This is an optimization exercise on Yosys and OpenROAD, whose aim is small area, a short achievable clock period and few clock cycles per item, not a production implementation. Only simulation tests tie the RTL to the original design; equivalence was not proved.

== rev 12 ==
==> flow/design.v <==
module div_top (
    input  logic        clk,
    input  logic        rst,
    input  logic        in_valid,
    output logic        in_ready,
    input  logic  [2:0] in_op,
    input  logic [63:0] in_a,
    input  logic [63:0] in_b,
    output logic        out_valid,
    input  logic        out_ready,
    output logic [63:0] out_result
);
    localparam [2:0] S_IDLE = 3'd0, S_P1 = 3'd1, S_P2 = 3'd2, S_ITER = 3'd3, S_POST = 3'd4;
    logic  [2:0] st;
    logic [64:0] R, V;      
    logic [63:0] Q;         
    logic  [5:0] cnt;       
    logic  [5:0] pb;        
    logic        w, rm;     
    logic        sa;        
    logic        cin;       
    logic        neg;       
    logic        zq;        
    logic        ovld;
    function automatic [6:0] hpos(input logic [63:0] x);
        logic [63:0] v [0:6];
        logic [5:0]  p [0:6][0:63];
        for (int i = 0; i < 64; i++) begin v[0][i] = x[i]; p[0][i] = 6'd0; end
        for (int l = 1; l <= 6; l++) begin
            for (int i = 0; i < 64; i++) begin v[l][i] = 1'b0; p[l][i] = 6'd0; end
            for (int i = 0; i < (64 >> l); i++) begin
                v[l][i] = v[l-1][2*i+1] | v[l-1][2*i];
                p[l][i] = v[l-1][2*i+1] ? (p[l-1][2*i+1] | (6'd1 << (l-1))) : p[l-1][2*i];
            end
        end
        hpos = {v[6][0], p[6][0]};    
    endfunction
    logic [64:0] ia, ib;    
    logic        isa, isb, iinv;
    always_comb begin
        isa  = ~in_op[0] & (in_op[2] ? in_a[31] : in_a[63]);
        isb  = ~in_op[0] & (in_op[2] ? in_b[31] : in_b[63]);
        iinv = ~(isa ^ isb);
        ia   = {isa, in_op[2] ? {32{isa}} : in_a[63:32], in_a[31:0]};
        ib   = {~isa, in_op[2] ? {32{~isa}} : in_b[63:32] ^ {32{iinv}}, in_b[31:0] ^ {32{iinv}}};
    end
    logic [65:0] sum;
    logic [64:0] S;
    logic        zs, c;
    always_comb begin
        sum = {R, 1'b1} + {V, cin};
        S   = sum[65:1];
        zs  = &((R ^ V) ~^ {R[63:0] | V[63:0], cin});
        c   = sa ? (S[64] | zs) : ~S[64];
    end
    logic  [6:0] ha, hb;
    logic        dz;
    always_comb begin
        ha = hpos(sa ? {~R[62:0], 1'b1} : R[63:0]);
        hb = hpos(V[63:0] ^ {64{V[64]}});
        dz = ~hb[6] & (V[64] == cin);
    end
    logic  [5:0] sh;
    logic        sh0;       
    always_comb begin
        sh  = cnt - pb;
        sh0 = cnt == pb;
    end
    logic [64:0] Vsh;
    always_comb begin
        Vsh = V;
        for (int k = 0; k < 6; k++)
            if (sh[k]) Vsh = (Vsh << (1 << k)) | (cin ? ~({65{1'b1}} << (1 << k)) : 65'd0);
    end
    logic [63:0] r;
    always_comb begin
        r = rm ? R[63:0] : (zq ? {64{neg}} : Q);
        if (w) r[63:32] = {32{r[31]}};
    end
    logic  [2:0] st_n;
    logic        ovld_n, rdy;
    always_comb begin
        st_n   = st;
        ovld_n = ovld & ~out_ready;
        case (st)
            S_IDLE: if (in_valid) st_n = S_P1;
            S_P1:   st_n = (dz | ~c) ? S_POST : S_P2;
            S_P2:   if (~ovld) st_n = sh0 ? S_POST : S_ITER;
            S_ITER: if (cnt == 6'd0) st_n = S_POST;
            S_POST: if (~ovld) begin
                ovld_n = 1'b1;
                st_n   = in_valid ? S_P1 : S_IDLE;
            end
            default: st_n = S_IDLE;
        endcase
    end
    always_ff @(posedge clk) begin
        if (rst) begin
            st   <= S_IDLE;
            ovld <= 1'b0;
            rdy  <= 1'b1;
        end else begin
            st   <= st_n;
            ovld <= ovld_n;
            rdy  <= (st_n == S_IDLE) | (st_n == S_POST & ~ovld_n);
        end
    end
    always_ff @(posedge clk) begin
        case (st)
            S_IDLE, S_POST: if (in_ready) begin
                R   <= ia;
                V   <= ib;
                cin <= iinv;
                sa  <= isa;
                neg <= ~iinv & ~in_op[1];
                w   <= in_op[2];
                rm  <= in_op[1];
            end
            S_P1: begin
                cnt <= ha[5:0];
                pb  <= hb[5:0];
                zq  <= dz | ~c;
                if (dz | ~c) neg <= dz;
                else if (neg) R <= S;
            end
            S_P2: if (~ovld) begin
                if (sh0) begin
                    if (c) R <= S;
                    Q <= {{63{neg}}, c ^ neg};
                end else begin
                    V   <= Vsh;
                    cnt <= sh;
                    Q   <= {64{neg}};
                end
            end
            S_ITER: begin
                if (c) R <= S;
                Q   <= {Q[62:0], c ^ neg};
                V   <= {V[64], V[64:1]};
                cnt <= cnt - 6'd1;
            end
            default: ;
        endcase
        if (st == S_POST && ~ovld) Q <= r;
    end
    always_comb in_ready   = rdy;
    always_comb out_valid  = ovld;
    always_comb out_result = Q;
endmodule
==> flow/config.mk <==
export PLATFORM = sky130hd
export DESIGN_NAME = div_top
export DESIGN_NICKNAME = div_top
export VERILOG_FILES = /design/flow/design.v
export SDC_FILE = /design/flow/constraint.sdc
export NUM_CORES = 4
export LEC_CHECK = 0
export ABC_AREA = 1
export CAP_MARGIN = 20
export CORE_MARGIN = 2
export CORE_UTILIZATION = 40
export SLEW_MARGIN = 20
==> flow/constraint.sdc <==
create_clock -name core_clock -period 8.0 [get_ports {clk}]
set_input_delay 1.6000 -clock core_clock [delete_from_list [all_inputs] [get_ports {clk}]]
set_output_delay 1.6000 -clock core_clock [all_outputs]
set_load 0.01 [all_outputs]
standard.sh (not shown) runs the stock make flow with config.mk's settings and CLKGATE_MAP_FILE= SYNTH_SCRIPT=/design/flow/synth_recipe.tcl, a recipe that flattens the netlist after the stock synthesis.
==> flow/flow/run.sh <==
#!/bin/bash
# Layout: the standard flow (standard.sh) with one change: the port
# buffers that global placement inserts on every input and output are
# sky130_fd_sc_hd__buf_2 cells instead of the default pick,
# sky130_fd_sc_hd__clkdlybuf4s50_1 (a delay buffer: larger and about 0.4 ns
# slower on every path from an input or to an output).  Timing repair aims
# at 4.5 ns of setup slack, as SETUP_SLACK_MARGIN does in config.mk.
# The whole make output goes to run_flow.log in this folder; ORFS keeps each
# step's own log under orfs/logs/.
set -euo pipefail
bash standard.sh SETUP_SLACK_MARGIN=4.5 "BUFFER_PORTS_ARGS=-buffer_cell sky130_fd_sc_hd__buf_2" finish > run_flow.log 2>&1
Testbench counts of rev 12, summed over its fixed seeds: cycles 22,018, divs 2,048.
Changes in rev 13 relative to rev 12:
--- a/flow/design.v
+++ b/flow/design.v
@@ -15,5 +15,5 @@
     logic [64:0] R, V;      
     logic [63:0] Q;         
-    logic  [5:0] cnt;       
+    logic  [6:0] cnt;       
     logic  [5:0] pb;        
     logic        w, rm;     
@@ -54,16 +54,21 @@
         c   = sa ? (S[64] | zs) : ~S[64];
     end
-    logic  [6:0] ha, hb;
+    logic  [6:0] ha, hb, ht;
+    logic [64:0] ta;
     logic        dz;
     always_comb begin
-        ha = hpos(sa ? {~R[62:0], 1'b1} : R[63:0]);
-        hb = hpos(V[63:0] ^ {64{V[64]}});
+        ta = R ^ {R[63:0], 1'b0};
+        ht = hpos(ta[63:0]);
+        ha = ta[64] ? 7'd64 : {1'b0, ht[5:0]};
+        hb = hpos(V[64:1] ^ V[63:0]);
         dz = ~hb[6] & (V[64] == cin);
     end
-    logic  [5:0] sh;
+    logic  [5:0] sh, d0, d1;
     logic        sh0;       
     always_comb begin
-        sh  = cnt - pb;
-        sh0 = cnt == pb;
+        d0  = cnt[5:0] + ~pb;   
+        d1  = cnt[5:0] - pb;
+        sh  = sa ? d1 : d0;
+        sh0 = sh == 6'd0;
     end
     logic [64:0] Vsh;
@@ -87,5 +92,5 @@
             S_P1:   st_n = (dz | ~c) ? S_POST : S_P2;
             S_P2:   if (~ovld) st_n = sh0 ? S_POST : S_ITER;
-            S_ITER: if (cnt == 6'd0) st_n = S_POST;
+            S_ITER: if (cnt == 7'd0) st_n = S_POST;
             S_POST: if (~ovld) begin
                 ovld_n = 1'b1;
@@ -118,5 +123,5 @@
             end
             S_P1: begin
-                cnt <= ha[5:0];
+                cnt <= ha;
                 pb  <= hb[5:0];
                 zq  <= dz | ~c;
@@ -130,5 +135,5 @@
                 end else begin
                     V   <= Vsh;
-                    cnt <= sh;
+                    cnt <= {1'b0, sh};
                     Q   <= {64{neg}};
                 end
@@ -138,5 +143,5 @@
                 Q   <= {Q[62:0], c ^ neg};
                 V   <= {V[64], V[64:1]};
-                cnt <= cnt - 6'd1;
+                cnt <= cnt - 7'd1;
             end
             default: ;
Notes after the runs:
- Launching instance or port of the critical path: V[25] -> rev 13, sa -> rev 12
- Any difference in synthesized-area fraction occupied by adder cells between rev 13 and rev 12 is small enough to ignore.
- Compared with rev 12, rev 13 shows cell count that has gone up slightly.
- Combined buffer and inverter count along the critical path, rev 12 and rev 13, lower one = rev 13.
- Peak clock frequency supported by timing of rev 13 falls short of that of rev 12 by a few percent.
- Compare rev 12 and rev 13 | hold slack higher: rev 12
- Diff rev 12 -> rev 13 | sequential cell area fraction in the yosys report | increase of 0.27 points
- Lower number of core rows goes to rev 13 over rev 12.
- Relative to rev 12, the post-detailed-placement half-perimeter wirelength measured on rev 13 has decreased by a few percent.
Testbench counts of rev 13, summed over its fixed seeds: cycles 22,018, divs 2,048.

## port drivers added, routing unchanged
Ports are ideal in the flow. The routed layouts listed here were re-timed in OpenROAD.
Step 1 sets driving cells, clkbuf_16 on the clock port and buf_2 on the other inputs (assumed; they add their load-dependent delay and slew).
Step 2, shift: input delay + t, output delay - t, t = (earliest + latest rising clock arrival at the registers) / 2. This alone moves slack from input paths to output paths.
Slacks: ideal ports / drivers / drivers and shift; pairs: ideal ports / drivers.
run | shift t [ns] | setup slack, ns | hold slack, ns
rev 12 | 0.663 | 4.461 / 4.461 / 4.113 | 0.621 / 0.621 / 0.621
rev 13 | 0.667 | 4.338 / 4.338 / 4.008 | 0.616 / 0.616 / 0.616
After both steps setup and hold are still met in every run listed. For rev 12, which loses most, drivers alone change the setup slack by 0.000 ns; drivers and shift together by -0.348 ns.
